Context: an optimization exercise on an open-source flow, tuned for small area, a short achievable clock period and few clock cycles. The choices shown serve that exercise and are no tape-out recipe. RTL that was checked went through simulation tests only; none was proved equivalent to the original. For runs 1 to 3, only the layout was checked, not whether the RTL still works. Power and IR drop assume default switching activity.

<file path="design/flow/constraint.sdc">
create_clock -name core_clock -period 13.0 [get_ports {clk}]
set_input_delay 2.6000 -clock core_clock [delete_from_list [all_inputs] [get_ports {clk}]]
set_output_delay 2.6000 -clock core_clock [all_outputs]
set_load 0.01 [all_outputs]
</file>
<file path="design/flow/config.mk">
export PLATFORM = sky130hd
export DESIGN_NAME = cpu_core
export DESIGN_NICKNAME = cpu_core
export VERILOG_FILES = /design/flow/design.v
export SDC_FILE = /design/flow/constraint.sdc
export NUM_CORES = 8
export LEC_CHECK = 0
export CAP_MARGIN = 20
export CORE_MARGIN = 2
export CORE_UTILIZATION = 50
export PLACE_DENSITY = 0.65
export SETUP_SLACK_MARGIN = 5
export SLEW_MARGIN = 20
</file>
<file path="design/flow/design.v">
`timescale 1ns / 1ps
module md_unit(
    input             clk,
    input             rst_n,
    input             req,       
    input             is_mul,    
    input             uns,       
    input             hi,        
    input      [31:0] a,
    input      [31:0] b,
    output            done,
    output     [31:0] md_out
);
    localparam IDLE = 2'd0, SETUP = 2'd1, ITER = 2'd2, DONE = 2'd3;
    reg [1:0]  phase;
    reg [63:0] P;        
    reg [31:0] X;        
    reg [4:0]  cnt;
    reg        swp;      
    assign done = (phase == DONE);
    wire [32:0] ax = {~uns & a[31], a};
    wire [32:0] bx = {~uns & b[31], b};
    function [4:0] top_pair;    
        input [32:0] v;
        reg   [36:0] w;
        integer m;
        reg [3:0] idx;
        reg nz;
        begin
            w = {v[32], v[32], v[32], v, 1'b0};
            idx = 4'd0; nz = 1'b0;
            for (m = 0; m < 9; m = m + 1)
                if (!(w[4*m+4 -: 5] == 5'b00000 || w[4*m+4 -: 5] == 5'b11111)) begin
                    idx = m; nz = 1'b1;
                end
            top_pair = {nz, idx};
        end
    endfunction
    wire [4:0] ta = top_pair(ax);
    wire [4:0] tb = top_pair(bx);
    wire       mzero = ~ta[4] | ~tb[4];
    wire       swap  = ta[3:0] < tb[3:0];      
    wire [32:0] x  = swp ? bx : ax;
    wire [32:0] y  = swp ? ax : bx;
    wire [36:0] yw = {y[32], y[32], y[32], y, 1'b0};
    wire [4:0]  dw = yw[{cnt[3:0], 2'b00} +: 5];
    function [34:0] brow;
        input [2:0]  t;
        input [32:0] xv;
        reg one, two, ng;
        reg [34:0] mag;
        begin
            one = t[1] ^ t[0];
            two = (t[2] & ~t[1] & ~t[0]) | (~t[2] & t[1] & t[0]);
            ng  = t[2] & ~(t[1] & t[0]);
            mag = one ? {xv[32], xv[32], xv} : (two ? {xv[32], xv, 1'b0} : 35'b0);
            brow = mag ^ {35{ng}};
        end
    endfunction
    wire        ng_lo = dw[2] & ~(dw[1] & dw[0]);
    wire        ng_hi = dw[4] & ~(dw[3] & dw[2]);
    wire [34:0] r_lo  = brow(dw[2:0], x);
    wire [34:0] r_hi  = brow(dw[4:2], x);
    wire [63:0] pnext = {P[59:0], 1'b0, ng_hi, 1'b0, ng_lo}
                      + {{29{r_lo[34]}}, r_lo}
                      + {{27{r_hi[34]}}, r_hi, 2'b00};
    wire        a_neg = ~uns & a[31];
    wire        b_neg = ~uns & b[31];
    wire        bz    = (b == 32'b0);
    wire [31:0] a_abs = a_neg ? -a : a;
    wire [31:0] b_abs = b_neg ? -b : b;
    function [5:0] clz32;
        input [31:0] v;
        integer k;
        reg found;
        begin
            clz32 = 6'd32; found = 1'b0;
            for (k = 31; k >= 0; k = k - 1)
                if (!found && v[k]) begin
                    clz32 = 31 - k; found = 1'b1;
                end
        end
    endfunction
    wire [5:0]  zr = clz32(P[63:32]);
    wire [5:0]  zd = clz32(X);
    wire [5:0]  kd = zd - zr;                  
    wire        dsmall = zd < zr;              
    wire [31:0] d_al = X << kd[4:0];
    wire [32:0] diff = {1'b0, P[63:32]} - {1'b0, X};
    always @(posedge clk) begin
        if (!rst_n) begin
            phase <= IDLE;
        end else begin
            case (phase)
                IDLE: if (req) begin
                    if (is_mul) begin
                        P   <= 64'b0;
                        swp <= swap;
                        cnt <= {1'b0, swap ? ta[3:0] : tb[3:0]};
                        phase <= mzero ? DONE : ITER;
                    end else begin
                        P   <= {a_abs, bz ? 32'hFFFFFFFF : 32'b0};
                        X   <= b_abs;
                        phase <= bz ? DONE : SETUP;
                    end
                end
                SETUP: begin
                    X   <= d_al;
                    cnt <= kd[4:0];
                    phase <= dsmall ? DONE : ITER;
                end
                ITER: begin
                    if (is_mul) begin
                        P <= pnext;
                    end else begin
                        P[31:0] <= {P[30:0], ~diff[32]};
                        if (!diff[32]) P[63:32] <= diff[31:0];
                        X <= {1'b0, X[31:1]};
                    end
                    cnt <= cnt - 5'd1;
                    if (cnt == 5'd0) phase <= DONE;
                end
                default: phase <= IDLE;
            endcase
        end
    end
    wire neg = ~is_mul & (hi ? a_neg : ((a_neg ^ b_neg) & ~bz));
    wire [31:0] v = hi ? P[63:32] : P[31:0];
    assign md_out = neg ? -v : v;
endmodule
`timescale 1ns / 1ps
module alu(
    input      [31:0] a,         
    input      [31:0] b,         
    input      [4:0]  sa,        
    input      [4:0]  rdf,       
    input             sub,       
    input             lsa,       
    input             slt_u,     
    input      [1:0]  lop,       
    input             sh_var,    
    input             sh_left,   
    input             sh_srca,   
    input             sh_ext,    
    input             sh_ins,    
    input      [1:0]  sh_fill,   
    input             sel_nez,   
    input             s_add,
    input             s_slt,
    input             s_log,
    input             s_sh,
    input             s_sel,
    input             s_imm,
    input             kill,
    output     [31:0] sum_out,   
    output     [31:0] result
);
    reg [31:0] a_add;
    always @* begin
        if (lsa)
            case (sa[1:0])
                2'd0: a_add = {a[30:0], 1'b0};
                2'd1: a_add = {a[29:0], 2'b0};
                2'd2: a_add = {a[28:0], 3'b0};
                default: a_add = {a[27:0], 4'b0};
            endcase
        else
            a_add = a;
    end
    wire [31:0] b_add = sub ? ~b : b;
    wire [32:0] sum   = {1'b0, a_add} + {1'b0, b_add} + {32'b0, sub};
    wire        lt    = slt_u ? ~sum[32] : ((a[31] ^ b[31]) ? a[31] : sum[31]);
    reg [31:0] lres;
    always @* begin
        case (lop)
            2'b00: lres = a & b;
            2'b01: lres = a | b;
            2'b10: lres = a ^ b;
            default: lres = ~(a | b);
        endcase
    end
    wire [31:0] rx  = sh_srca ? a : b;
    wire [4:0]  m   = sh_var ? a[4:0] : sa;
    wire [4:0]  mr  = sh_left ? ~m : m;
    wire [31:0] r0  = mr[0] ? {rx[0],     rx[31:1]}  : rx;
    wire [31:0] r1  = mr[1] ? {r0[1:0],   r0[31:2]}  : r0;
    wire [31:0] r2  = mr[2] ? {r1[3:0],   r1[31:4]}  : r1;
    wire [31:0] r3  = mr[3] ? {r2[7:0],   r2[31:8]}  : r2;
    wire [31:0] r4  = mr[4] ? {r3[15:0],  r3[31:16]} : r3;
    wire [31:0] rot = sh_left ? {r4[0], r4[31:1]} : r4;
    wire [4:0]  nm = ~m;
    reg  [31:0] tm, tr, tm_rev;
    integer i;
    always @* begin
        for (i = 0; i < 32; i = i + 1) begin
            tm[i] = (i <= nm);
            tr[i] = (i <= rdf);
        end
        for (i = 0; i < 32; i = i + 1)
            tm_rev[i] = tm[31 - i];
    end
    wire [31:0] mask = sh_ins ? (tr & tm_rev) : sh_ext ? tr : sh_left ? tm_rev : tm;
    reg         fbit;
    always @* begin
        case (sh_fill)
            2'b00: fbit = 1'b0;
            2'b01: fbit = b[31];
            2'b10: fbit = b[7];
            default: fbit = b[15];
        endcase
    end
    wire [31:0] fill = sh_ins ? b : {32{fbit}};
    wire [31:0] shres = (rot & mask) | (fill & ~mask);
    wire        bz   = (b == 32'b0);
    wire        selc = sel_nez ? ~bz : bz;
    assign sum_out = sum[31:0];
    assign result = ({32{s_add & ~kill}} & sum[31:0])
                  | ({32{s_slt & ~kill}} & {31'b0, lt})
                  | ({32{s_log & ~kill}} & lres)
                  | ({32{s_sh  & ~kill}} & shres)
                  | ({32{s_sel & ~kill & selc}} & a)
                  | ({32{s_imm & ~kill}} & b);
endmodule
`timescale 1ns / 1ps
module regfile(
    input             clk,
    input             rst_n,
    input             we,
    input      [4:0]  wa,
    input      [31:0] wd,
    input      [4:0]  ra1,
    input      [4:0]  ra2,
    output     [31:0] rd1,
    output     [31:0] rd2
);
    reg [31:0] r [1:31];
    wire [31:0] wdg = rst_n ? wd : 32'b0;
    integer i;
    always @(posedge clk) begin
        for (i = 1; i < 32; i = i + 1)
            if (!rst_n || (we && wa == i))
                r[i] <= wdg;
    end
    assign rd1 = (ra1 == 5'd0) ? 32'b0 : r[ra1];
    assign rd2 = (ra2 == 5'd0) ? 32'b0 : r[ra2];
endmodule
`timescale 1ns / 1ps
module cpu_core(
    input           clk,
    input           rst_n,
    output [31:0]   imem_addr,
    input  [31:0]   imem_rdata,
    output [31:0]   dmem_addr,
    output          dmem_we,
    output [3:0]    dmem_wstrb,
    output [31:0]   dmem_wdata,
    input  [31:0]   dmem_rdata
);
    wire stall;              
    wire adv = ~stall;       
    reg  [31:0] pc;
    assign imem_addr = pc;
    wire [31:0] ins = imem_rdata;
    wire [5:0]  op  = ins[31:26];
    wire [4:0]  rs  = ins[25:21];
    wire [4:0]  rt  = ins[20:16];
    wire [4:0]  rd  = ins[15:11];
    wire [4:0]  sa  = ins[10:6];
    wire [5:0]  fn  = ins[5:0];
    wire R      = (op == 6'b000000);
    wire J      = (op[5:1] == 5'b00001);
    wire REGIMM = (op == 6'b000001);
    wire SP3    = (op == 6'b011111);
    wire nal_bal = REGIMM && (rt[4:1] == 4'b1000);
    wire bshfl  = SP3 && (fn == 6'b100000);
    reg wr_r, wr_i;
    always @* begin
        casez (fn)
            6'b000???: wr_r = 1'b1;
            6'b0010??: wr_r = 1'b1;
            6'b0110??: wr_r = 1'b1;
            6'b10????: wr_r = 1'b1;
            6'b1101?1: wr_r = 1'b1;
            default:   wr_r = 1'b0;
        endcase
        casez (op)
            6'b000011: wr_i = 1'b1;
            6'b001???: wr_i = 1'b1;
            6'b100???: wr_i = 1'b1;
            6'b011111: wr_i = 1'b1;
            default:   wr_i = 1'b0;
        endcase
    end
    wire [4:0] dst  = (R || bshfl) ? rd : ((op == 6'b000011 || nal_bal) ? 5'd31 : rt);
    wire       d_rw = ((R && wr_r) || wr_i || nal_bal) && (dst != 5'd0);
    wire d_load  = (op[5:3] == 3'b100);
    wire d_store = (op[5:2] == 4'b1010) || (op == 6'b101110) || (op[5:3] == 3'b111);
    wire d_set   = (op[5:1] == 5'b00101) || (R && fn[5:1] == 5'b10101);
    wire d_md    = R && (fn[5:2] == 4'b0110);
    wire d_ismul = ~fn[1];
    wire d_def   = (op[5:3] == 3'b001) || (R && fn[5:3] == 3'b100) || d_load || d_store;
    wire d_shift = R && (fn[5:3] == 3'b000);
    wire d_link  = (op == 6'b000011) || (R && fn == 6'b001001) || nal_bal;
    wire d_sel   = R && (fn == 6'b110101 || fn == 6'b110111);
    wire d_lsa   = R && (fn == 6'b000101);
    wire [2:0] dexe  = (d_load || d_store) ? 3'b001 : (R ? fn[2:0] : op[2:0]);
    wire d_aui   = (op == 6'b001111);
    wire d_logic = dexe[2] && !(dexe == 3'b111 && d_aui);
    wire s_slt = d_set;
    wire s_def = !d_set && !d_md && d_def;
    wire s_add = s_def && !d_logic;
    wire s_log = s_def && d_logic;
    wire s_shf = !d_set && !d_md && !d_def && d_shift;
    wire s_lnk = !d_set && !d_md && !d_def && !d_shift && d_link;
    wire br_or_above = d_set || d_md || d_def || d_shift || d_link
                     || (op[5:2] == 4'b0001) || (REGIMM && (rt == 5'b10001 || rt == 5'b00001));
    wire s_sp3 = !br_or_above && SP3;
    wire s_sel = !br_or_above && !SP3 && d_sel;
    wire sp3_ext = (fn == 6'b000000);
    wire sp3_ins = (fn == 6'b000100);
    wire sp3_seb = bshfl && (sa == 5'b10000);
    wire sp3_seh = bshfl && (sa == 5'b11000);
    wire x_add = s_add || (s_shf && d_lsa);
    wire x_sh  = (s_shf && !d_lsa && fn[1:0] != 2'b01) || (s_sp3 && (sp3_ext || sp3_ins || sp3_seb || sp3_seh));
    wire [31:0] pc4 = pc + 32'd4;
    wire [31:0] pc8 = pc + 32'd8;
    wire [31:0] sext = {{16{ins[15]}}, ins[15:0]};
    wire [31:0] zext = {16'b0, ins[15:0]};
    wire        alu_src = (op[5:3] == 3'b001) || op[5] || s_lnk;
    wire [31:0] d_imm = s_lnk ? pc8 :
                        d_aui ? {ins[15:0], 16'b0} :
                        (op[5:2] == 4'b0011) ? zext : sext;
    wire d_beq  = (op == 6'b000100);
    wire d_bne  = (op == 6'b000101);
    wire d_blez = (op == 6'b000110);
    wire d_bgtz = (op == 6'b000111);
    wire d_bgez = REGIMM && (rt == 5'b00001);
    wire d_jr   = R && (fn[5:1] == 5'b00100);
    wire d_jmp  = J || (REGIMM && rt == 5'b10001);    
    wire [31:0] d_target = J ? {pc4[31:28], ins[25:0], 2'b00}
                             : pc4 + {sext[29:0], 2'b00};
    reg         ex_rw;
    reg  [4:0]  ex_dst;
    wire [31:0] wbv;                  
    wire [31:0] rf1, rf2;
    regfile rf(
        .clk(clk), .rst_n(rst_n),
        .we(ex_rw && adv), .wa(ex_dst), .wd(wbv),
        .ra1(rs), .ra2(rt), .rd1(rf1), .rd2(rf2)
    );
    wire byp1 = ex_rw && ex_dst == rs;
    wire byp2 = ex_rw && ex_dst == rt;
    wire [31:0] rsv = byp1 ? wbv : rf1;
    wire [31:0] rtv = byp2 ? wbv : rf2;
    reg         ex_load;
    reg         e_md;
    wire [4:0]  rt_id = (op == 6'b000011 || nal_bal) ? 5'd31 : rt;
    wire        ldh   = ex_load && ex_rw && !e_md;
    wire        wrap  = (pc == 32'h00008000);
    wire        drop  = wrap && ldh && (ex_dst == rs || ex_dst == rt_id)
                      && !(d_store && ex_dst == rt_id);
    reg [31:0] e_a, e_b;
    reg        e_mul, e_uns, e_hi;
    always @(posedge clk) begin
        if (!rst_n) begin
            ex_rw <= 1'b0; ex_dst <= 5'd0; e_md <= 1'b0;
        end else if (adv) begin
            ex_rw <= d_rw && !drop; ex_dst <= dst; e_md <= d_md && !drop;
        end
    end
    always @(posedge clk) if (adv) begin
        e_a <= rsv;
        e_b <= alu_src ? d_imm : rtv;
        e_mul <= d_ismul; e_uns <= fn[0];
        e_hi <= d_ismul ? (sa != 5'd2) : (sa == 5'd3);
    end
    reg [31:0] e_c, e_target;
    reg [4:0]  e_sa, e_rd;
    reg        e_sub, e_lsa, e_sltu, e_shvar, e_shleft, e_shsrca, e_shext, e_shins, e_selnez;
    reg [1:0]  e_fill, e_lop;
    reg        e_s_add, e_s_slt, e_s_log, e_s_sh, e_s_sel, e_s_imm;
    reg        e_beq, e_bne, e_blez, e_bgtz, e_bgez, e_jr, e_jmp, e_store;
    reg [2:0]  e_ltype;
    always @(posedge clk) begin
        if (!rst_n) begin
            ex_load <= 1'b0;
            e_beq <= 1'b0; e_bne <= 1'b0; e_blez <= 1'b0; e_bgtz <= 1'b0; e_bgez <= 1'b0;
            e_jr <= 1'b0; e_jmp <= 1'b0; e_store <= 1'b0;
        end else begin
            ex_load <= d_load;
            e_beq <= d_beq && !drop; e_bne <= d_bne && !drop; e_blez <= d_blez && !drop;
            e_bgtz <= d_bgtz && !drop; e_bgez <= d_bgez && !drop;
            e_jr <= d_jr && !drop; e_jmp <= d_jmp && !drop; e_store <= d_store && !drop;
        end
    end
    always @(posedge clk) begin
        e_c <= rtv; e_target <= d_target;
        e_sa <= bshfl ? 5'd0 : sa;
        e_rd <= sp3_seh ? 5'd15 : (sp3_seb ? 5'd7 : rd);
        e_sub <= (dexe[2:1] == 2'b01) || d_set;
        e_lsa <= d_lsa;
        e_sltu <= R ? fn[0] : op[0];
        e_shvar <= R && (fn[5:2] != 4'b0000);
        e_shleft <= R ? (fn[1:0] == 2'b00) : sp3_ins;
        e_shsrca <= !R && !bshfl;
        e_shext <= !R && (sp3_ext || bshfl);
        e_shins <= !R && sp3_ins;
        e_fill <= R ? {1'b0, fn[1:0] == 2'b11} : {bshfl, bshfl && sa[3]};
        e_selnez <= fn[1];
        e_lop <= dexe[1:0];
        e_s_add <= x_add; e_s_slt <= s_slt; e_s_log <= s_log; e_s_sh <= x_sh;
        e_s_sel <= s_sel; e_s_imm <= s_lnk;
        e_ltype <= op[2:0];
    end
    wire        md_done;
    wire [31:0] md_out;
    md_unit md(
        .clk(clk), .rst_n(rst_n),
        .req(e_md), .is_mul(e_mul), .uns(e_uns), .hi(e_hi),
        .a(e_a), .b(e_b),
        .done(md_done), .md_out(md_out)
    );
    assign stall = e_md && !md_done;
    wire [31:0] alu_out, addr;
    alu alu0(
        .a(e_a), .b(e_b), .sa(e_sa), .rdf(e_rd),
        .sub(e_sub), .lsa(e_lsa), .slt_u(e_sltu), .lop(e_lop),
        .sh_var(e_shvar), .sh_left(e_shleft), .sh_srca(e_shsrca), .sh_ext(e_shext),
        .sh_ins(e_shins), .sh_fill(e_fill), .sel_nez(e_selnez),
        .s_add(e_s_add & ~ex_load), .s_slt(e_s_slt), .s_log(e_s_log), .s_sh(e_s_sh),
        .s_sel(e_s_sel), .s_imm(e_s_imm), .kill(e_md),
        .sum_out(addr), .result(alu_out)
    );
    wire a_zero = (e_a == 32'b0);
    wire eq     = (e_a == e_b);
    wire taken  = !e_md && (e_jmp || e_jr
               || (e_beq && eq) || (e_bne && !eq)
               || (e_blez && (e_a[31] || a_zero))
               || (e_bgtz && !e_a[31] && !a_zero)
               || (e_bgez && !e_a[31]));
    wire [31:0] jtarget = e_jr ? e_a : e_target;
    always @(posedge clk) begin
        if (!rst_n)
            pc <= 32'hFFFFE000;
        else if (wrap)
            pc <= 32'hFFFFE000;
        else if (adv)
            pc <= taken ? jtarget : pc4;
    end
    reg  [3:0]  strb;
    reg  [31:0] wword;
    always @* begin
        casez ({e_ltype[1:0], addr[1:0]})
            4'b0000: begin strb = 4'b0001; wword = {24'b0, e_c[7:0]};        end
            4'b0001: begin strb = 4'b0010; wword = {16'b0, e_c[7:0], 8'b0};  end
            4'b0010: begin strb = 4'b0100; wword = {8'b0, e_c[7:0], 16'b0};  end
            4'b0011: begin strb = 4'b1000; wword = {e_c[7:0], 24'b0};        end
            4'b010?: begin strb = 4'b0011; wword = {16'b0, e_c[15:0]};       end
            4'b011?: begin strb = 4'b1100; wword = {e_c[15:0], 16'b0};       end
            4'b11??: begin strb = 4'b1111; wword = e_c;                      end
            default: begin strb = 4'b0000; wword = 32'b0;                    end
        endcase
    end
    assign dmem_addr  = addr;
    assign dmem_we    = e_store && !e_md;
    assign dmem_wstrb = strb;
    assign dmem_wdata = wword;
    wire [7:0]  lbyte = addr[1] ? (addr[0] ? dmem_rdata[31:24] : dmem_rdata[23:16])
                                : (addr[0] ? dmem_rdata[15:8]  : dmem_rdata[7:0]);
    wire [15:0] lhalf = addr[1] ? dmem_rdata[31:16] : dmem_rdata[15:0];
    reg  [31:0] ldata;
    always @* begin
        case (e_ltype)
            3'b000:  ldata = {{24{lbyte[7]}}, lbyte};
            3'b001:  ldata = {{16{lhalf[15]}}, lhalf};
            3'b100:  ldata = {24'b0, lbyte};
            3'b101:  ldata = {16'b0, lhalf};
            default: ldata = dmem_rdata;
        endcase
    end
    assign wbv = ({32{e_md}} & md_out)
               | ({32{ex_load & ~e_md}} & ldata)
               | alu_out;
endmodule
</file>
<file path="design/flow/run.sh">
#!/bin/bash
# synth_recipe.tcl (not shown) runs the flow's synth.tcl, then flattens the netlist and writes it again
# the make line also repeats each setting of config.mk as NAME=value (left out here)
make -C /OpenROAD-flow-scripts/flow DESIGN_CONFIG=/design/flow/config.mk WORK_HOME=/design/flow/orfs CLKGATE_MAP_FILE= SYNTH_SCRIPT=/design/flow/synth_recipe.tcl finish
</file>
==> impl_metrics.csv, run 1 <==
group,metric,value,unit
sta,finalHoldViolCount,0,
clock_tree,cts_buffers,142,
sta,setup_viol,0,
sta,period_minus_slack,7.91,ns
clock_tree,tritoncts,"yes",
drt,drc,0,
clock_tree,clkSinkCount,1307,
place,place_area,88700,sq um
layout,synthToLayoutAreaGrowth,12.7,%
die,die_h,413,um
place,io_buffers,166,
outcome,run_status,"no timing/DRC/antenna violations",
critical_path,critical_path_class,"reg -> out",
clock_tree,holdBufCountCts,0,
yosys,synthFlopType,"edfxtp_1",
yosys,synth_commonest_cells,"edfxtp_1 (1,161), a21oi_1 (624), o21ai_0 (559), nand2_1 (546), clkbuf_1 (532)",
clock_tree,htree_levels,4,
clock_tree,clk_path_buf_depth,3,
layout,final_area,94100,sq um
hold_path,hold_path_depth,2,
grt,grt_max_degree,97,
grt,gr-usage-met1,61.5,%
yosys,yosysSeqAreaShare,45.3,%
sta,maxSlewViolCount,0,
pwr,total_power,19.7,mW
sta,post-route-period-util,60.9,%
die,pin_count,167,
sta,fmax,0.126,GHz
pwr,peakVddDrop,0.229,mV
die,initial_core_util,50.5,%
hold_path,min-delay-start,"e_target[0]",
yosys,yosysMostFrequentCell,"edfxtp_1",
sta,slew_headroom,7.99,%
critical_path,worstReg2RegEnd,"md.P[45]",
hold_path,hold_path.class,"reg -> reg",
yosys,yosys.area.top_type_share,41.8,%
grt,antenna_found_initial,36,
yosys,yosysTopAreaCell,"edfxtp_1",
yosys,synth_edf_count,1161,
yosys,yosys_warnings,37,
yosys,synthesis.area,83500,sq um
clock_tree,cts.clk_slew.worst_paths,0.06,ns
die,dieArea,170000,sq um
critical_path,startpoint,"e_sa[1]",
yosys,synth_area_leaders,"edfxtp_1 (42%), a21oi_1 (3.7%), ha_1 (3.7%), dfxtp_1 (3.5%), o21ai_0 (3.4%)",
layout,layout-drive-gt1-share,10.9,%
drt,ant_nets,0,
clock_tree,cts_root_buf,"clkbuf_16",
sta,tightest_slew,1.37,ns
critical_path,reg2reg_from,"md.cnt[1]",
grt,grt_use_total,49.5,%
sta,rsz0062_at_grt,"yes",
sta,setup-tns-final,0,ns
critical_path,critical_path_peak_fanout,42,
place,hpwl,285000,um
drt,first_pass_iters,14,
layout,nets,8517,
pwr,p_leak,34.4,nW
flow_run,maxCapViolCount,0,
critical_path,setup.worst_path.start_class,"flop",
yosys,ys_seq_elements,1307,
die,fp.dieW,413,um
drt,avgViaCountPerCell,7.76,
drt,routed_wirelength,435000,um
grt,grt_use_met2,70.2,%
drt,vias,81321,
critical_path,reg2reg_depth,24,
pwr,power_per_cell_area,210,nW/um^2
critical_path,r2r_setup_slack,5.21,ns
yosys,syn_area_per_cell,10.2,sq um
grt,grt.overflow.total,0,
drt,drtIter0Drc,17759,
yosys,syn_nets,8532,
clock_tree,worstSkewPairLatency,0.85,ns
yosys,ys_async_sr_fraction,0,%
critical_path,required,10.40,ns
die,core-area,165000,sq um
drt,wl_per_cell,41.5,um
hold_path,whs_endpoint,"pc[0]",
critical_path,end_kind,"primary output",
grt,grt-busiest-layer,"met2",
critical_path,worstPathArrival,5.31,ns
die,std_cell_rows,149,
sta,finClkSkew,0.0557,ns
grt,grt_pass1_vias,74295,
place,gp_congestion,1.10,
grt,grt_pass1_wl,590000,um
yosys,ys_types,101,
grt,met3_usage,18.9,%
sta,hold_ws,0.554,ns
yosys,syn_inst,8158,
==> flip-flops by register name (all words and copies together) (netlist names), 2 cells and up <==
name and count:
pc 32, md.cnt 5, e_ltype 3, e_sa 5
e_a 32, md.P 64, e_b 32, md.phase 2
e_fill 2, e_c 32, rf.r 992, e_rd 5
md.X 32, ex_dst 5, e_target 32, e_lop 2
==> timing repair <==
action / CTS / global route
setup buffers: 4 / 4
endpoints found under the setup margin: 49 / 34
gates cloned: 1 / 3
resized for setup: 32 / 27
pin swaps: 0 / 2
==> stage by stage <==
step	setup WS, ns	util [%]	cells
floorplan	5.08	-	8158
global placement	4.05	53.6	10173
detailed placement	4.01	53.7	10173
CTS	5.02	56.7	10440
global route	4.97	56.9	10453
finish	5.09	56.9	10478
==> worst max-delay path, stage by stage (launching register included) <==
cell             delay (ns)
dfxtp_2                0.34
buf_12                 0.26
mux2i_1                0.30
mux2i_1                0.11
nand2_1                0.07
o21ai_0                0.10
ha_1                   0.43
a21o_1                 0.22
a21o_1                 0.19
a21o_1                 0.17
a21o_1                 0.17
a21oi_1                0.23
nor2_1                 0.14
or3_1                  0.47
nand2_1                0.11
xnor2_1                0.40
clkdlybuf4s50_1        0.70
==> layer usage <==
metal / share of wire (%) / wire, um
met1: 35 / 150000
met2: 41 / 176000
met3: 15 / 67100
met4: 9.3 / 40300
met5: 0.13 / 572
==> cell type report <==
cell class / instances / area, sq um
Fill cell: 14250 / 71200
Multi-Input combinational cell: 5971 / 43600
Sequential cell: 1307 / 37800
Timing Repair Buffer: 481 / 4140
Clock buffer: 164 / 3710
Tap cell: 2189 / 2740
Clock inverter: 98 / 1190
Inverter: 239 / 911
Antenna cell: 28 / 70.1
Timing Repair inverter: 1 / 5.00
==> where the power goes <==
group          internal, mW  switching, mW
clock network          2.46           1.89
registers              5.31          0.434
logic                  3.37           6.27
total                  11.1           8.60
==> worst max-delay path by stage <==
stage / end / slack (ns)
after floorplan: md.P[58] / 5.08
after global placement: md.P[63] / 4.05
after detailed placement: md.P[63] / 4.01
after CTS: dmem_addr[31] / 5.02
after global routing: md.P[45] / 4.97
final: dmem_addr[25] / 5.09
==> logic make-up after synthesis <==
family,count (synthesis),share of synthesized area [%]
simple gates,2017,11.7
buf+inv,880,4.13
fa+ha+maj,308,5.18
xor+xnor,400,4.21
flops,1307,45.3
compound gates,2850,23.4
mux,396,6.11
==> cells in the final DEF (no fill, tap or decap), types with 136 or more instances in the layout <==
cell type and count:
a21oi_1 622, a221oi_1 283, a22o_1 268, a22oi_1 370
buf_4 298, clkbuf_16 145, clkdlybuf4s50_1 161, dfxtp_1 136
edfxtp_1 1161, ha_1 242, inv_1 225, mux2i_1 267
nand2_1 545, nand3_1 182, nand4_1 189, nor2_1 419
nor3_1 184, o21ai_0 519, xnor2_1 248
==> run 2, diff against run 1 <==
==> design/flow/flow/run.sh (new file) <==
#!/bin/bash
set -euo pipefail
bash standard.sh SETUP_SLACK_MARGIN=7.5 finish > run_standard.log 2>&1
==> design/flow/standard.sh (new file) <==
#!/bin/bash
# synth_recipe.tcl (not shown) runs the flow's synth.tcl, then flattens the netlist and writes it again
# the make line also repeats each setting of config.mk as NAME=value (left out here)
make -C /OpenROAD-flow-scripts/flow DESIGN_CONFIG=/design/flow/config.mk WORK_HOME=/design/flow/orfs CLKGATE_MAP_FILE= SYNTH_SCRIPT=/design/flow/synth_recipe.tcl "${@:-finish}"
removed: design/flow/run.sh
==> impl_metrics.csv, run 2 <==
group,metric,value,unit
critical_path,setup.worst_path.start_class,"flop",
sta,hold_ws,0.524,ns
clock_tree,clk_path_buf_depth,3,
sta,maxSlewViolCount,0,
grt,grt_use_total,51.5,%
drt,vias,84701,
yosys,syn_nets,8532,
clock_tree,htree_levels,4,
clock_tree,tritoncts,"yes",
critical_path,reg2reg_from,"e_a[0]",
sta,tightest_slew,1.37,ns
layout,mostFrequentLayoutCell,"edfxtp_1",
pwr,p_leak,37.9,nW
grt,grt.overflow.total,0,
drt,wl_per_cell,41.6,um
yosys,synthesis.area,83500,sq um
sta,post-route-period-util,54.8,%
yosys,synth_commonest_cells,"edfxtp_1 (1,161), a21oi_1 (624), o21ai_0 (559), nand2_1 (546), clkbuf_1 (532)",
layout,final_area,102000,sq um
critical_path,end_kind,"primary output",
yosys,ys_seq_elements,1307,
yosys,synthFlopType,"edfxtp_1",
layout,final_cell_mix,"edfxtp_1 (1,161), buf_4 (583), a21oi_1 (559), nand2_1 (532), o21ai_0 (425)",
yosys,synth_fa_ha_area_share,5.18,%
grt,grt_max_degree,84,
critical_path,critical_path_peak_fanout,14,
flow_run,maxCapViolCount,0,
yosys,yosys_warnings,37,
layout,largest_reg_flops,992,
yosys,yosys.area.top_type_share,41.8,%
sta,setup_viol,0,
sta,period_minus_slack,7.12,ns
yosys,synth-simple-area-share,11.7,%
yosys,ys_types,101,
layout,largestRegisters,"rf.r: 992 flops, md.P: 64 flops",
drt,ant_nets,0,
yosys,syn_area_per_cell,10.2,sq um
critical_path,startpoint,"e_a[23]",
die,pin_count,167,
grt,grt_use_met2,72.3,%
pwr,power_per_cell_area,224,nW/um^2
layout,synthToLayoutAreaGrowth,22.0,%
layout,regMostFlops,"rf.r",
clock_tree,worstSkewPairLatency,0.86,ns
layout,layout-drive-gt1-share,21.1,%
critical_path,critical_path_class,"reg -> out",
yosys,yosysMostFrequentCell,"edfxtp_1",
pwr,peakVddDrop,0.267,mV
yosys,synth-compound-area-share,23.4,%
grt,antenna_found_initial,44,
yosys,synth_top_family_by_area,"compound AO/OA/AOI/OAI gates",
yosys,syn_inst,8158,
yosys,ys_async_sr_fraction,0,%
drt,avgViaCountPerCell,7.75,
sta,finalHoldViolCount,0,
die,initial_core_util,50.5,%
drt,drc,0,
die,core-area,165000,sq um
die,std_cell_rows,149,
die,dieArea,170000,sq um
yosys,yosysTopAreaCell,"edfxtp_1",
clock_tree,cts_buffers,144,
critical_path,worstPathArrival,4.52,ns
grt,grt_pass1_vias,77238,
grt,gr-usage-met1,62.3,%
place,gp_congestion,1.12,
drt,drtIter0Drc,17859,
place,place_area,89100,sq um
yosys,synth_area_leaders,"edfxtp_1 (42%), a21oi_1 (3.7%), ha_1 (3.7%), dfxtp_1 (3.5%), o21ai_0 (3.4%)",
grt,met3_usage,21.3,%
sta,fmax,0.140,GHz
clock_tree,cts_root_buf,"clkbuf_16",
outcome,run_status,"no timing/DRC/antenna violations",
yosys,muxShareOfSynthArea,6.11,%
layout,nets,8966,
clock_tree,cts.clk_slew.worst_paths,0.06,ns
die,fp.dieW,413,um
clock_tree,clkSinkCount,1307,
yosys,synthXorXnorAreaFrac,4.21,%
drt,routed_wirelength,455000,um
sta,setup-tns-final,0,ns
yosys,yosysSeqAreaShare,45.3,%
layout,fill_cells,13314,
sta,rsz0062_at_grt,"yes",
grt,grt-busiest-layer,"met2",
drt,first_pass_iters,14,
critical_path,required,10.40,ns
die,die_h,413,um
hold_path,min-delay-start,"e_target[1]",
sta,slew_headroom,7.98,%
grt,grt_pass1_wl,612000,um
yosys,synth_edf_count,1161,
place,hpwl,283000,um
hold_path,hold_path.class,"reg -> reg",
sta,finClkSkew,0.0922,ns
place,io_buffers,166,
## run 2: cell count changes in the layout (fill, tap and decap cells not counted), moves of 27 or more
cell / delta
o21ai_2: +27
a21oi_2: +52
buf_12: +33
o21ai_1: +57
buf_2: +38
ha_4: +29
xnor2_1: -38
ha_1: -45
nor3_1: -40
buf_6: +127
a21oi_1: -63
clkdlybuf4s50_1: -79
o21ai_0: -94
buf_4: +285
## run 2: layer usage
layer	vias to the layer above	wire length, um
li1	32831	-
met5	-	387
met4	46	47900
met3	2704	73200
met2	8733	182000
met1	40387	152000
## run 2: final timing paths
kind                   endpoint  slack [ns]  cells after the start
setup / recovery  dmem_addr[31]        5.88                     13
hold / removal            pc[1]        0.52                      2
setup reg to reg       md.P[43]        5.97                     27
hold reg to reg           pc[1]        0.52                      2
## run 2: stage by stage
step / power [mW] / util [%] / setup WS [ns] / cells
final: 22.9 / 61.6 / 5.88 / 10932
after global routing: 23.5 / 61.5 / 5.83 / 10903
after CTS: 21.3 / 59.9 / 6.00 / 10729
after detailed placement: 15.2 / 53.9 / 4.89 / 10168
after global placement: 15.2 / 53.9 / 4.87 / 10166
after floorplan: 12.0 / - / 6.34 / 8158
## run 2: cell families (layout without fill, tap and decap cells)
| logic type | after synthesis | count (layout) |
|---|---|---|
| flops | 1307 | 1307 |
| buf+inv | 880 | 1424 |
| fa+ha+maj | 308 | 308 |
| simple gates | 2017 | 2023 |
| xor+xnor | 400 | 400 |
| mux | 396 | 396 |
| other cells | 0 | 35 |
| compound gates | 2850 | 2850 |
## run 2: critical path: stages, from the launching register on
cell	delay, ns
edfxtp_1	0.32
buf_4	0.38
inv_1	0.31
o21ai_1	0.41
ha_1	0.37
or2_2	0.33
a21oi_1	0.21
a21oi_2	0.09
and2_1	0.21
nand3_1	0.19
nor4_2	0.08
o41ai_1	0.31
nor2b_4	0.30
buf_6	0.14
## run 2: what timing repair did
| item | CTS | global route |
|---|---|---|
| gates cloned | 24 | 2 |
| gates resized for setup | 783 | 332 |
| pin swaps | 178 | 165 |
| endpoints found under the setup margin | 1127 | 555 |
| setup buffers | 275 | 166 |
| hold buffers | 0 | 0 |
## run 2: final cells by class
type	instances	area, sq um	area share [%]
multi-input combinational	5977	46900	46.0
antenna	35	87.6	0.0860
clock buffer	173	3850	3.78
inverter	239	957	0.940
clock inverter	89	1030	1.01
timing repair inverter	1	8.76	0.00860
sequential	1307	37800	37.1
tap	2189	2740	2.69
timing repair buffer	922	8480	8.33
## run 2: power breakdown
group | internal [mW] | switching [mW]
Clock | 2.39 | 1.92
Combinational | 5.22 | 7.58
Sequential | 5.31 | 0.433
Total | 12.9 | 9.94
==> run 3, diff against run 2 <==
--- a/design/flow/design.v
+++ b/design/flow/design.v
@@ -8,6 +8,7 @@
     input             hi,        
     input      [31:0] a,
     input      [31:0] b,
+    input             hold,      
     output            done,
     output     [31:0] md_out
 );
@@ -17,7 +18,8 @@
     reg [31:0] X;        
     reg [4:0]  cnt;
     reg        swp;      
-    assign done = (phase == DONE);
+    wire fast = (phase == IDLE) && !hold && (is_mul ? mzero : bz);
+    assign done = (phase == DONE) || fast;
     wire [32:0] ax = {~uns & a[31], a};
     wire [32:0] bx = {~uns & b[31], b};
     function [4:0] top_pair;    
@@ -41,9 +43,12 @@
     wire       mzero = ~ta[4] | ~tb[4];
     wire       swap  = ta[3:0] < tb[3:0];      
     wire [32:0] x  = swp ? bx : ax;
-    wire [32:0] y  = swp ? ax : bx;
-    wire [36:0] yw = {y[32], y[32], y[32], y, 1'b0};
-    wire [4:0]  dw = yw[{cnt[3:0], 2'b00} +: 5];
+    wire        first = (phase == IDLE);
+    wire [32:0] yn = (first ? swap : swp) ? ax : bx;
+    wire [3:0]  in = first ? (swap ? ta[3:0] : tb[3:0]) : (cnt[3:0] - 4'd1);
+    wire [36:0] yw = {yn[32], yn[32], yn[32], yn, 1'b0};
+    wire [4:0]  dwn = yw[{in, 2'b00} +: 5];
+    reg  [4:0]  dw;
     function [34:0] brow;
         input [2:0]  t;
         input [32:0] xv;
@@ -61,9 +66,14 @@
     wire        ng_hi = dw[4] & ~(dw[3] & dw[2]);
     wire [34:0] r_lo  = brow(dw[2:0], x);
     wire [34:0] r_hi  = brow(dw[4:2], x);
-    wire [63:0] pnext = {P[59:0], 1'b0, ng_hi, 1'b0, ng_lo}
-                      + {{29{r_lo[34]}}, r_lo}
-                      + {{27{r_hi[34]}}, r_hi, 2'b00};
+    wire [41:0] plow  = {2'b00, P[35:0], 1'b0, ng_hi, 1'b0, ng_lo}
+                      + {{7{r_lo[34]}}, r_lo}
+                      + {{5{r_hi[34]}}, r_hi, 2'b00};
+    wire [23:0] p_up  = P[59:36];
+    wire [23:0] p_inc = p_up + 24'd1;
+    wire [23:0] p_dec = p_up - 24'd1;
+    wire [23:0] pnup  = plow[41] ? p_dec : (plow[40] ? p_inc : p_up);
+    wire [63:0] pnext = {pnup, plow[39:0]};
     wire        a_neg = ~uns & a[31];
     wire        b_neg = ~uns & b[31];
     wire        bz    = (b == 32'b0);
@@ -92,11 +102,12 @@
             phase <= IDLE;
         end else begin
             case (phase)
-                IDLE: if (req) begin
+                IDLE: if (req && !fast) begin
                     if (is_mul) begin
                         P   <= 64'b0;
                         swp <= swap;
                         cnt <= {1'b0, swap ? ta[3:0] : tb[3:0]};
+                        dw  <= dwn;
                         phase <= mzero ? DONE : ITER;
                     end else begin
                         P   <= {a_abs, bz ? 32'hFFFFFFFF : 32'b0};
@@ -111,7 +122,8 @@
                 end
                 ITER: begin
                     if (is_mul) begin
-                        P <= pnext;
+                        P  <= pnext;
+                        dw <= dwn;
                     end else begin
                         P[31:0] <= {P[30:0], ~diff[32]};
                         if (!diff[32]) P[63:32] <= diff[31:0];
@@ -126,7 +138,7 @@
     end
     wire neg = ~is_mul & (hi ? a_neg : ((a_neg ^ b_neg) & ~bz));
     wire [31:0] v = hi ? P[63:32] : P[31:0];
-    assign md_out = neg ? -v : v;
+    assign md_out = fast ? (is_mul ? 32'b0 : (hi ? a : 32'hFFFFFFFF)) : (neg ? -v : v);
 endmodule
 `timescale 1ns / 1ps
 module alu(
@@ -241,8 +253,16 @@
             if (!rst_n || (we && wa == i))
                 r[i] <= wdg;
     end
-    assign rd1 = (ra1 == 5'd0) ? 32'b0 : r[ra1];
-    assign rd2 = (ra2 == 5'd0) ? 32'b0 : r[ra2];
+    reg [31:0] o1, o2;
+    always @* begin
+        o1 = 32'b0; o2 = 32'b0;
+        for (i = 1; i < 32; i = i + 1) begin
+            o1 = o1 | ({32{ra1 == i}} & r[i]);
+            o2 = o2 | ({32{ra2 == i}} & r[i]);
+        end
+    end
+    assign rd1 = o1;
+    assign rd2 = o2;
 endmodule
 `timescale 1ns / 1ps
 module cpu_core(
@@ -374,7 +394,7 @@
         e_mul <= d_ismul; e_uns <= fn[0];
         e_hi <= d_ismul ? (sa != 5'd2) : (sa == 5'd3);
     end
-    reg [31:0] e_c, e_target;
+    reg [31:0] e_target;              
     reg [4:0]  e_sa, e_rd;
     reg        e_sub, e_lsa, e_sltu, e_shvar, e_shleft, e_shsrca, e_shext, e_shins, e_selnez;
     reg [1:0]  e_fill, e_lop;
@@ -394,7 +414,7 @@
         end
     end
     always @(posedge clk) begin
-        e_c <= rtv; e_target <= d_target;
+        e_target <= d_store ? rtv : d_target;
         e_sa <= bshfl ? 5'd0 : sa;
         e_rd <= sp3_seh ? 5'd15 : (sp3_seb ? 5'd7 : rd);
         e_sub <= (dexe[2:1] == 2'b01) || d_set;
@@ -417,7 +437,7 @@
     md_unit md(
         .clk(clk), .rst_n(rst_n),
         .req(e_md), .is_mul(e_mul), .uns(e_uns), .hi(e_hi),
-        .a(e_a), .b(e_b),
+        .a(e_a), .b(e_b), .hold(wrap),
         .done(md_done), .md_out(md_out)
     );
     assign stall = e_md && !md_done;
@@ -451,13 +471,13 @@
     reg  [31:0] wword;
     always @* begin
         casez ({e_ltype[1:0], addr[1:0]})
-            4'b0000: begin strb = 4'b0001; wword = {24'b0, e_c[7:0]};        end
-            4'b0001: begin strb = 4'b0010; wword = {16'b0, e_c[7:0], 8'b0};  end
-            4'b0010: begin strb = 4'b0100; wword = {8'b0, e_c[7:0], 16'b0};  end
-            4'b0011: begin strb = 4'b1000; wword = {e_c[7:0], 24'b0};        end
-            4'b010?: begin strb = 4'b0011; wword = {16'b0, e_c[15:0]};       end
-            4'b011?: begin strb = 4'b1100; wword = {e_c[15:0], 16'b0};       end
-            4'b11??: begin strb = 4'b1111; wword = e_c;                      end
+            4'b0000: begin strb = 4'b0001; wword = {24'b0, e_target[7:0]};        end
+            4'b0001: begin strb = 4'b0010; wword = {16'b0, e_target[7:0], 8'b0};  end
+            4'b0010: begin strb = 4'b0100; wword = {8'b0, e_target[7:0], 16'b0};  end
+            4'b0011: begin strb = 4'b1000; wword = {e_target[7:0], 24'b0};        end
+            4'b010?: begin strb = 4'b0011; wword = {16'b0, e_target[15:0]};       end
+            4'b011?: begin strb = 4'b1100; wword = {e_target[15:0], 16'b0};       end
+            4'b11??: begin strb = 4'b1111; wword = e_target;                      end
             default: begin strb = 4'b0000; wword = 32'b0;                    end
         endcase
     end
==> design/flow/flow/run.sh (replaced) <==
#!/bin/bash
set -euo pipefail
bash standard.sh SETUP_SLACK_MARGIN=8 MATCH_CELL_FOOTPRINT=0 \
  "BUFFER_PORTS_ARGS=-buffer_cell sky130_fd_sc_hd__buf_4" finish > run_standard.log 2>&1
==> impl_metrics.csv, run 3 <==
group,metric,value,unit
grt,grt.overflow.total,0,
critical_path,worstPathArrival,4.29,ns
critical_path,reg2reg_depth,22,
pwr,p_leak,37.0,nW
yosys,yosysMostFrequentCell,"edfxtp_1",
outcome,run_status,"no timing/DRC/antenna violations",
pwr,p_comb_share,37.5,%
die,core-area,165000,sq um
hold_path,hold_path.class,"reg -> reg",
drt,drtIter0Drc,19579,
layout,synthToLayoutAreaGrowth,20.7,%
layout,finalNonFillerCells,10901,
yosys,synth_edf_count,1166,
clock_tree,htree_levels,4,
place,gp_congestion,1.10,
grt,grt_pass1_vias,77519,
yosys,yosysTopAreaCell,"edfxtp_1",
pwr,switching_share,38.2,%
sta,rsz0062_at_grt,"yes",
critical_path,required,10.40,ns
clock_tree,cts.clk_slew.worst_paths,0.07,ns
yosys,synth-compound-area-share,23.9,%
yosys,synth_top_family_by_area,"compound AO/OA/AOI/OAI gates",
layout,final_cell_mix,"edfxtp_1 (1,166), buf_4 (646), nand2_1 (611), a21oi_1 (455), o21ai_0 (432)",
clock_tree,holdBufCountCts,0,
grt,grt_pass1_wl,630000,um
hold_path,hold_path_depth,2,
yosys,synthesis.area,83300,sq um
yosys,synthXorXnorAreaFrac,4.21,%
pwr,power_per_cell_area,154,nW/um^2
critical_path,r2r_setup_slack,7.03,ns
die,std_cell_rows,149,
grt,grt_max_degree,97,
sta,post-route-period-util,53.0,%
clock_tree,clk_path_buf_depth,3,
pwr,p_clk_share,27.1,%
grt,antenna_found_initial,41,
clock_tree,clkSinkCount,1280,
sta,setup_viol,0,
yosys,synth_area_leaders,"edfxtp_1 (42%), mux2i_1 (3.8%), a221oi_1 (3.5%), ha_1 (3.4%), o21ai_0 (3.3%)",
yosys,ys_types,107,
place,placed_cells,10247,
sta,finalHoldViolCount,0,
layout,regMostFlops,"rf.r",
drt,first_pass_iters,15,
yosys,syn_area_per_cell,10.1,sq um
critical_path,setup.worst_path.start_class,"flop",
grt,grt_use_total,53.5,%
layout,layout-drive-gt1-share,21.8,%
yosys,synthFlopType,"edfxtp_1",
drt,wl_per_cell,43.4,um
yosys,ys_async_sr_fraction,0,%
layout,nets,8914,
sta,setup-tns-final,0,ns
layout,largest_reg_flops,992,
drt,vias,86496,
sta,tightest_slew,1.21,ns
sta,period_minus_slack,6.89,ns
clock_tree,worstSkewPairLatency,0.86,ns
yosys,syn_nets,8599,
critical_path,critical_path_peak_fanout,6,
sta,finClkSkew,0.0495,ns
flow_run,maxCapViolCount,0,
layout,mostFrequentLayoutCell,"edfxtp_1",
clock_tree,tritoncts,"yes",
place,hpwl,297000,um
die,pin_count,167,
drt,routed_wirelength,473000,um
yosys,yosysSeqAreaShare,44.8,%
die,dieArea,170000,sq um
sta,slew_headroom,18.9,%
sta,maxSlewViolCount,0,
critical_path,end_kind,"primary output",
yosys,syn_inst,8266,
clock_tree,cts_buffers,140,
yosys,synth-simple-area-share,12.1,%
die,die_h,412,um
die,fp.dieW,412,um
drt,ant_nets,0,
layout,largestRegisters,"rf.r: 992 flops, md.P: 64 flops",
drt,drc,0,
drt,avgViaCountPerCell,7.93,
yosys,yosys.area.top_type_share,42.0,%
yosys,synth_commonest_cells,"edfxtp_1 (1,166), nand2_1 (634), clkbuf_1 (556), o21ai_0 (550), nor2_1 (530)",
critical_path,critical_path_class,"reg -> out",
yosys,muxShareOfSynthArea,6.36,%
sta,fmax,0.145,GHz
pwr,peakVddDrop,0.162,mV
yosys,synth_fa_ha_area_share,4.38,%
clock_tree,cts_root_buf,"clkbuf_16",
yosys,yosys_warnings,5,
pwr,seqPwrFrac,35.3,%
yosys,ys_seq_elements,1280,
die,initial_core_util,50.4,%
pwr,intPower,9.59,mW
place,io_buffers,166,
pwr,p_switching,5.93,mW
-- run 3: critical path: stages, from the launching register on --
cell,delay (ns)
edfxtp_1,0.56
buf_4,0.22
clkinvlp_4,0.26
o21ai_2,0.29
ha_4,0.25
a21o_1,0.16
a21o_1,0.19
a21oi_2,0.23
a2bb2oi_2,0.21
o21ai_4,0.14
o41ai_4,0.37
inv_1,0.09
a31oi_2,0.18
xnor2_2,0.15
buf_4,0.15
-- run 3: cell type report --
cell class	count	area [sq um]
flip-flops and latches	1280	37300
fillers	13695	64600
repair buffers	844	7870
repair inverters	1	8.76
well taps	2189	2740
inverters	246	1040
clock buffers	172	3760
diodes	23	57.6
clock inverters	78	946
multi-input cells	6068	46800
-- run 3: routing by layer --
metal / part of all wire (%) / GRT usage (%)
met2: 39 / 72.9
met1: 33 / 65.2
met4: 10 / 40.4
met3: 18 / 25.1
met5: 0.16 / 1.78
-- run 3: what timing repair did --
item,4_1_cts,5_1_grt
buffers inserted,200,156
resized for setup,564,417
endpoints found under the setup margin,2229,1972
pin swaps,113,159
gates cloned,21,4
-- run 3: power groups by stage --
stage / sequential [mW] / combinational, mW / clock (mW)
after global routing: 5.50 / 5.89 / 4.33
after CTS: 5.45 / 5.12 / 4.17
after detailed placement: 5.56 / 4.55 / 0
after floorplan: 5.41 / 2.65 / 0
final: 5.48 / 5.83 / 4.21
after global placement: 5.55 / 4.53 / 0
-- run 3: logic make-up (layout without fill, tap and decap cells) --
family                     after synthesis  after routing
muxes                                  432            432
adders and majority gates              267            267
and+or+nand+nor                       2123           2128
other                                    0             23
xor gates and xnor gates               398            398
AOI/OAI and AO/OA                     2842           2843
buffers and inverters                  924           1341
DFF                                   1280           1280
-- run 3: final timing paths --
| check | start | end |
|---|---|---|
| worst min register to register | md.phase[0] | md.phase[0] |
| worst max-delay path | e_a[8] | dmem_addr[27] |
| worst max register to register | e_a[10] | md.P[59] |
| worst min-delay path | md.phase[0] | md.phase[0] |
-- run 3: through the flow --
step / power, mW / util, % / setup WS (ns) / hold WS, ns / cell area [sq um]
floorplan: 8.06 / - / 7.22 / 0.466 / 84000
global placement: 10.1 / 53.5 / 6.07 / 0.513 / 88400
detailed placement: 10.1 / 53.6 / 6.00 / 0.536 / 88500
CTS: 14.7 / 58.9 / 6.25 / 0.543 / 97300
global route: 15.7 / 60.8 / 6.08 / 0.565 / 101000
finish: 15.5 / 60.9 / 6.11 / 0.559 / 101000
==> run 4, diff against run 3 <==
--- a/design/flow/design.v
+++ b/design/flow/design.v
@@ -22,6 +22,7 @@
     assign done = (phase == DONE) || fast;
     wire [32:0] ax = {~uns & a[31], a};
     wire [32:0] bx = {~uns & b[31], b};
+    wire        bz = (b == 32'b0);
     function [4:0] top_pair;    
         input [32:0] v;
         reg   [36:0] w;
@@ -40,7 +41,7 @@
     endfunction
     wire [4:0] ta = top_pair(ax);
     wire [4:0] tb = top_pair(bx);
-    wire       mzero = ~ta[4] | ~tb[4];
+    wire       mzero = (a == 32'b0) | bz;       
     wire       swap  = ta[3:0] < tb[3:0];      
     wire [32:0] x  = swp ? bx : ax;
     wire        first = (phase == IDLE);
@@ -76,7 +77,6 @@
     wire [63:0] pnext = {pnup, plow[39:0]};
     wire        a_neg = ~uns & a[31];
     wire        b_neg = ~uns & b[31];
-    wire        bz    = (b == 32'b0);
     wire [31:0] a_abs = a_neg ? -a : a;
     wire [31:0] b_abs = b_neg ? -b : b;
     function [5:0] clz32;
@@ -359,42 +359,49 @@
     wire d_jmp  = J || (REGIMM && rt == 5'b10001);    
     wire [31:0] d_target = J ? {pc4[31:28], ins[25:0], 2'b00}
                              : pc4 + {sext[29:0], 2'b00};
-    reg         ex_rw;
-    reg  [4:0]  ex_dst;
-    wire [31:0] wbv;                  
+    reg         m_rw;
+    reg  [4:0]  m_dst;
+    wire [31:0] m_wd;                 
     wire [31:0] rf1, rf2;
     regfile rf(
         .clk(clk), .rst_n(rst_n),
-        .we(ex_rw && adv), .wa(ex_dst), .wd(wbv),
+        .we(m_rw), .wa(m_dst), .wd(m_wd),
         .ra1(rs), .ra2(rt), .rd1(rf1), .rd2(rf2)
     );
-    wire byp1 = ex_rw && ex_dst == rs;
-    wire byp2 = ex_rw && ex_dst == rt;
-    wire [31:0] rsv = byp1 ? wbv : rf1;
-    wire [31:0] rtv = byp2 ? wbv : rf2;
-    reg         ex_load;
-    reg         e_md;
-    wire [4:0]  rt_id = (op == 6'b000011 || nal_bal) ? 5'd31 : rt;
-    wire        ldh   = ex_load && ex_rw && !e_md;
-    wire        wrap  = (pc == 32'h00008000);
-    wire        drop  = wrap && ldh && (ex_dst == rs || ex_dst == rt_id)
-                      && !(d_store && ex_dst == rt_id);
+    wire byp1 = m_rw && m_dst == rs;
+    wire byp2 = m_rw && m_dst == rt;
+    wire [31:0] rsv = byp1 ? m_wd : rf1;
+    wire [31:0] rtv = byp2 ? m_wd : rf2;
+    reg         ex_rw, ex_load, e_md;
+    reg  [4:0]  ex_dst;
+    wire fwa = ex_rw && ex_dst == rs;
+    wire fwb = ex_rw && ex_dst == rt;
+    wire [4:0]  rt_id  = (op == 6'b000011 || nal_bal) ? 5'd31 : rt;
+    wire        ldh    = ex_load && ex_rw && !e_md;
+    wire        bubble = ldh && (ex_dst == rs || ex_dst == rt_id)
+                       && !(d_store && ex_dst == rt_id);
+    wire        wrap   = (pc == 32'h00008000);
+    wire        kill   = bubble;      
     reg [31:0] e_a, e_b;
+    reg        e_fa, e_fb;
     reg        e_mul, e_uns, e_hi;
     always @(posedge clk) begin
         if (!rst_n) begin
             ex_rw <= 1'b0; ex_dst <= 5'd0; e_md <= 1'b0;
         end else if (adv) begin
-            ex_rw <= d_rw && !drop; ex_dst <= dst; e_md <= d_md && !drop;
+            ex_rw <= d_rw && !kill; ex_dst <= dst; e_md <= d_md && !kill;
         end
     end
     always @(posedge clk) if (adv) begin
         e_a <= rsv;
         e_b <= alu_src ? d_imm : rtv;
+        e_fa <= fwa;
+        e_fb <= fwb && !alu_src;
         e_mul <= d_ismul; e_uns <= fn[0];
         e_hi <= d_ismul ? (sa != 5'd2) : (sa == 5'd3);
     end
     reg [31:0] e_target;              
+    reg        e_fc;                  
     reg [4:0]  e_sa, e_rd;
     reg        e_sub, e_lsa, e_sltu, e_shvar, e_shleft, e_shsrca, e_shext, e_shins, e_selnez;
     reg [1:0]  e_fill, e_lop;
@@ -407,14 +414,15 @@
             e_beq <= 1'b0; e_bne <= 1'b0; e_blez <= 1'b0; e_bgtz <= 1'b0; e_bgez <= 1'b0;
             e_jr <= 1'b0; e_jmp <= 1'b0; e_store <= 1'b0;
         end else begin
-            ex_load <= d_load;
-            e_beq <= d_beq && !drop; e_bne <= d_bne && !drop; e_blez <= d_blez && !drop;
-            e_bgtz <= d_bgtz && !drop; e_bgez <= d_bgez && !drop;
-            e_jr <= d_jr && !drop; e_jmp <= d_jmp && !drop; e_store <= d_store && !drop;
+            ex_load <= d_load && !kill;
+            e_beq <= d_beq && !kill; e_bne <= d_bne && !kill; e_blez <= d_blez && !kill;
+            e_bgtz <= d_bgtz && !kill; e_bgez <= d_bgez && !kill;
+            e_jr <= d_jr && !kill; e_jmp <= d_jmp && !kill; e_store <= d_store && !kill;
         end
     end
     always @(posedge clk) begin
         e_target <= d_store ? rtv : d_target;
+        e_fc <= fwb;
         e_sa <= bshfl ? 5'd0 : sa;
         e_rd <= sp3_seh ? 5'd15 : (sp3_seb ? 5'd7 : rd);
         e_sub <= (dexe[2:1] == 2'b01) || d_set;
@@ -432,65 +440,83 @@
         e_s_sel <= s_sel; e_s_imm <= s_lnk;
         e_ltype <= op[2:0];
     end
+    reg  [31:0] m_res;
+    wire [31:0] A  = e_fa ? m_res : e_a;
+    wire [31:0] B  = e_fb ? m_res : e_b;
+    wire [31:0] SD = e_fc ? m_wd : e_target;
     wire        md_done;
     wire [31:0] md_out;
     md_unit md(
         .clk(clk), .rst_n(rst_n),
         .req(e_md), .is_mul(e_mul), .uns(e_uns), .hi(e_hi),
-        .a(e_a), .b(e_b), .hold(wrap),
+        .a(A), .b(B), .hold(wrap),
         .done(md_done), .md_out(md_out)
     );
     assign stall = e_md && !md_done;
     wire [31:0] alu_out, addr;
     alu alu0(
-        .a(e_a), .b(e_b), .sa(e_sa), .rdf(e_rd),
+        .a(A), .b(B), .sa(e_sa), .rdf(e_rd),
         .sub(e_sub), .lsa(e_lsa), .slt_u(e_sltu), .lop(e_lop),
         .sh_var(e_shvar), .sh_left(e_shleft), .sh_srca(e_shsrca), .sh_ext(e_shext),
         .sh_ins(e_shins), .sh_fill(e_fill), .sel_nez(e_selnez),
-        .s_add(e_s_add & ~ex_load), .s_slt(e_s_slt), .s_log(e_s_log), .s_sh(e_s_sh),
+        .s_add(e_s_add), .s_slt(e_s_slt), .s_log(e_s_log), .s_sh(e_s_sh),
         .s_sel(e_s_sel), .s_imm(e_s_imm), .kill(e_md),
         .sum_out(addr), .result(alu_out)
     );
-    wire a_zero = (e_a == 32'b0);
-    wire eq     = (e_a == e_b);
+    wire [31:0] e_res = ({32{e_md}} & md_out) | alu_out;
+    wire a_zero = (A == 32'b0);
+    wire eq     = (A == B);
     wire taken  = !e_md && (e_jmp || e_jr
                || (e_beq && eq) || (e_bne && !eq)
-               || (e_blez && (e_a[31] || a_zero))
-               || (e_bgtz && !e_a[31] && !a_zero)
-               || (e_bgez && !e_a[31]));
-    wire [31:0] jtarget = e_jr ? e_a : e_target;
+               || (e_blez && (A[31] || a_zero))
+               || (e_bgtz && !A[31] && !a_zero)
+               || (e_bgez && !A[31]));
+    wire [31:0] jtarget = e_jr ? A : e_target;
     always @(posedge clk) begin
         if (!rst_n)
             pc <= 32'hFFFFE000;
         else if (wrap)
             pc <= 32'hFFFFE000;
-        else if (adv)
+        else if (adv && !bubble)
             pc <= taken ? jtarget : pc4;
     end
+    reg        m_load, m_store;
+    reg [31:0] m_sd;
+    reg [2:0]  m_ltype;
+    always @(posedge clk) begin
+        if (!rst_n) begin
+            m_rw <= 1'b0; m_load <= 1'b0; m_store <= 1'b0;
+        end else if (adv) begin
+            m_rw <= ex_rw; m_load <= ex_load && !e_md; m_store <= e_store && !e_md;
+        end
+    end
+    always @(posedge clk) if (adv) begin
+        m_dst <= ex_dst; m_res <= e_res; m_sd <= SD; m_ltype <= e_ltype;
+    end
     reg  [3:0]  strb;
     reg  [31:0] wword;
     always @* begin
-        casez ({e_ltype[1:0], addr[1:0]})
-            4'b0000: begin strb = 4'b0001; wword = {24'b0, e_target[7:0]};        end
-            4'b0001: begin strb = 4'b0010; wword = {16'b0, e_target[7:0], 8'b0};  end
-            4'b0010: begin strb = 4'b0100; wword = {8'b0, e_target[7:0], 16'b0};  end
-            4'b0011: begin strb = 4'b1000; wword = {e_target[7:0], 24'b0};        end
-            4'b010?: begin strb = 4'b0011; wword = {16'b0, e_target[15:0]};       end
-            4'b011?: begin strb = 4'b1100; wword = {e_target[15:0], 16'b0};       end
-            4'b11??: begin strb = 4'b1111; wword = e_target;                      end
-            default: begin strb = 4'b0000; wword = 32'b0;                    end
+        casez ({m_ltype[1:0], m_res[1:0]})
+            4'b0000: begin strb = 4'b0001; wword = {24'b0, m_sd[7:0]};        end
+            4'b0001: begin strb = 4'b0010; wword = {16'b0, m_sd[7:0], 8'b0};  end
+            4'b0010: begin strb = 4'b0100; wword = {8'b0, m_sd[7:0], 16'b0};  end
+            4'b0011: begin strb = 4'b1000; wword = {m_sd[7:0], 24'b0};        end
+            4'b010?: begin strb = 4'b0011; wword = {16'b0, m_sd[15:0]};       end
+            4'b011?: begin strb = 4'b1100; wword = {m_sd[15:0], 16'b0};       end
+            4'b11??: begin strb = 4'b1111; wword = m_sd;                      end
+            default: begin strb = 4'b0000; wword = 32'b0;                     end
         endcase
     end
-    assign dmem_addr  = addr;
-    assign dmem_we    = e_store && !e_md;
+    assign dmem_addr  = m_res;
+    assign dmem_we    = m_store;
     assign dmem_wstrb = strb;
     assign dmem_wdata = wword;
-    wire [7:0]  lbyte = addr[1] ? (addr[0] ? dmem_rdata[31:24] : dmem_rdata[23:16])
-                                : (addr[0] ? dmem_rdata[15:8]  : dmem_rdata[7:0]);
-    wire [15:0] lhalf = addr[1] ? dmem_rdata[31:16] : dmem_rdata[15:0];
+    wire [7:0]  lbyte = m_res[1] ? (m_res[0] ? dmem_rdata[31:24] : dmem_rdata[23:16])
+                                 : (m_res[0] ? dmem_rdata[15:8]  : dmem_rdata[7:0]);
+    wire [15:0] lhalf = m_res[1] ? dmem_rdata[31:16] : dmem_rdata[15:0];
     reg  [31:0] ldata;
     always @* begin
-        case (e_ltype)
+        case (m_ltype)
             3'b000:  ldata = {{24{lbyte[7]}}, lbyte};
             3'b001:  ldata = {{16{lhalf[15]}}, lhalf};
             3'b100:  ldata = {24'b0, lbyte};
@@ -498,7 +524,5 @@
             default: ldata = dmem_rdata;
         endcase
     end
-    assign wbv = ({32{e_md}} & md_out)
-               | ({32{ex_load & ~e_md}} & ldata)
-               | alu_out;
+    assign m_wd = m_load ? ldata : m_res;
 endmodule
==> impl_metrics.csv, run 4 <==
group,metric,value,unit
outcome,run_status,"no timing/DRC/antenna violations",
critical_path,reg2reg_from,"e_fa",
critical_path,r2r_setup_slack,6.95,ns
drt,drc,0,
drt,first_pass_iters,15,
clock_tree,htree_levels,4,
hold_path,hold_path_depth,0,
drt,ant_nets,0,
sta,finClkSkew,0.0518,ns
place,io_buffers,166,
clock_tree,cts_root_buf,"clkbuf_16",
yosys,syn_inst,8409,
layout,regArea,39600,sq um
layout,largest_reg_flops,992,
clock_tree,clkSinkCount,1358,
sta,fmax,0.165,GHz
clock_tree,cts_buffers,147,
layout,synthToLayoutAreaGrowth,19.6,%
yosys,synth_area_leaders,"edfxtp_1 (44%), a22oi_1 (4.6%), a21oi_1 (3.5%), ha_1 (3.3%), nor2_1 (3.3%)",
drt,wl_per_cell,43.6,um
grt,grt_pass1_vias,78848,
pwr,switching_share,38.1,%
drt,drtIter0Drc,19915,
layout,nets,8999,
critical_path,worstPathArrival,6.64,ns
grt,grt.overflow.total,0,
yosys,syn_nets,8742,
pwr,peakVddDrop,0.172,mV
hold_path,whs_endpoint,"m_ltype[1]",
layout,mostFrequentLayoutCell,"edfxtp_1",
yosys,syn_area_per_cell,10.2,sq um
yosys,yosysTopAreaCell,"edfxtp_1",
layout,fill_cells,13966,
yosys,yosys.area.top_type_share,43.6,%
pwr,power_per_cell_area,154,nW/um^2
grt,grt_use_total,53.3,%
yosys,ys_seq_elements,1358,
yosys,synth_commonest_cells,"edfxtp_1 (1,240), nor2_1 (742), a21oi_1 (590), nand2_1 (573), clkbuf_1 (567)",
sta,hold_ws,0.403,ns
drt,routed_wirelength,481000,um
clock_tree,tritoncts,"yes",
yosys,yosysMostFrequentCell,"edfxtp_1",
yosys,ys_async_sr_fraction,0,%
layout,regMostFlops,"rf.r",
grt,antenna_found_initial,31,
grt,grt_max_degree,77,
die,initial_core_util,50.4,%
critical_path,critical_path_peak_fanout,4,
critical_path,max_stage_delay,0.60,ns
yosys,yosys_warnings,5,
sta,setup_viol,0,
yosys,ys_types,106,
clock_tree,cts.clk_slew.worst_paths,0.07,ns
pwr,p_switching,6.00,mW
sta,post-route-period-util,46.6,%
place,hpwl,306000,um
die,pin_count,167,
hold_path,hold_path.class,"reg -> reg",
clock_tree,clk_path_buf_depth,3,
layout,multiInputGateArea,46800,sq um
critical_path,required,13.58,ns
die,dieArea,174000,sq um
yosys,synthFlopType,"edfxtp_1",
sta,slew_headroom,7.90,%
grt,grt_pass1_wl,645000,um
critical_path,crit_path_top_delay_cell,"fa_1",
sta,period_minus_slack,6.05,ns
critical_path,setup.worst_path.start_class,"flop",
layout,largestRegisters,"rf.r: 992 flops, md.P: 64 flops",
sta,tightest_slew,1.37,ns
hold_path,min-delay-start,"e_ltype[1]",
die,core-area,169000,sq um
critical_path,critical_path_class,"reg -> reg",
pwr,seqPwrFrac,38.0,%
place,gp_congestion,1.10,
pwr,p_clk_share,28.2,%
sta,finalHoldViolCount,0,
clock_tree,worstSkewPairLatency,0.87,ns
drt,vias,87639,
flow_run,maxCapViolCount,0,
critical_path,worstReg2RegEnd,"md.P[61]",
pwr,p_comb_share,33.7,%
sta,maxSlewViolCount,0,
yosys,yosysSeqAreaShare,46.4,%
yosys,synth_edf_count,1240,
die,std_cell_rows,151,
layout,final_cell_mix,"edfxtp_1 (1,240), nor2_1 (629), buf_4 (627), nand2_1 (566), a22oi_1 (503)",
pwr,p_leak,36.6,nW
sta,rsz0062_at_grt,"yes",
critical_path,reg2reg_depth,30,
critical_path,end_kind,"flop",
die,fp.dieW,417,um
layout,layout-drive-gt1-share,20.9,%
pwr,intPower,9.75,mW
sta,setup-tns-final,0,ns
yosys,synthesis.area,85400,sq um
drt,avgViaCountPerCell,7.94,
die,die_h,417,um
## run 4: worst max path at each step
stage	from	endpoint	slack, ns	depth (start not counted)
after floorplan	imem_rdata[0]	e_target[28]	7.39	15
final	e_fa	md.P[61]	6.95	30
after global routing	e_fa	md.P[61]	6.80	29
after global placement	e_fb	md.P[42]	5.87	21
after detailed placement	e_fb	md.P[42]	5.84	21
after CTS	e_fa	md.P[59]	7.10	24
## run 4: critical path: cells and delay by family (launching register included)
family          cells  cell delay (ns)
xor+xnor            2             0.19
simple gates        4             0.88
flops               1             0.43
compound gates     11             1.80
buf+inv            10             1.46
mux                 1             0.18
fa+ha+maj           2             0.83
## run 4: cell families (layout without fill, tap and decap cells)
group | count (synthesis) | in the layout | synth area share, %
AOI/OAI and AO/OA | 2860 | 2863 | 23.2
and+or+nand+nor | 2289 | 2289 | 12.5
DFF | 1358 | 1358 | 46.4
buffers and inverters | 881 | 1253 | 4.07
xor gates and xnor gates | 400 | 400 | 4.14
muxes | 354 | 354 | 5.36
adders and majority gates | 267 | 267 | 4.27
other | 0 | 32 | 0
## run 4: power by group through the flow
stage | Clock, mW | Combinational, mW | Sequential, mW
3_3_place_gp | 0 | 4.16 | 6.02
4_1_cts | 4.40 | 4.76 | 5.92
3_5_place_dp | 0 | 4.18 | 6.01
2_1_floorplan | 0 | 2.47 | 5.77
5_1_grt | 4.58 | 5.38 | 5.98
6_report | 4.45 | 5.31 | 5.99
## run 4: repair_timing
action / CTS / global route
setup buffers: 186 / 86
cloned: 20 / 2
setup endpoints to repair: 929 / 620
gates resized for setup: 503 / 271
hold buffers: 0 / 0
pin swaps: 128 / 125
## run 4: cell type report
type,instances,area share [%]
Timing Repair Buffer,773,6.70
Timing Repair inverter,2,0.0123
Inverter,211,0.900
Multi-Input combinational cell,6173,45.8
Antenna cell,32,0.0784
Clock inverter,97,1.17
Sequential cell,1358,38.8
Tap cell,2218,2.72
Clock buffer,170,3.76
## run 4: metrics by stage
stage	utilization [%]	total power, mW	worst slack, ns	std cells	area [sq um]
6_report	60.2	15.8	6.95	11034	102000
2_1_floorplan	-	8.24	7.39	8409	86100
4_1_cts	58.9	15.1	7.10	10908	99900
3_5_place_dp	53.6	10.2	5.84	10435	90800
3_3_place_gp	53.6	10.2	5.87	10431	90800
5_1_grt	60.2	15.9	6.80	11007	102000
## run 4: metal layers
metal	global-route usage [%]	part of all wire (%)
met1	63.1	32
met2	73.2	39
met3	23.2	17
met4	46.6	12
met5	1.28	0.081
Testbench counts of run 4, summed over its fixed seeds: cycles 83,165.

Setup slack of run 4, layout unchanged: 6.946 ns with ideal ports, 6.946 ns with driving cells assumed (clock clkbuf_16, inputs buf_2), 6.561 ns with port delays also shifted by the 0.942 ns mid clock arrival.
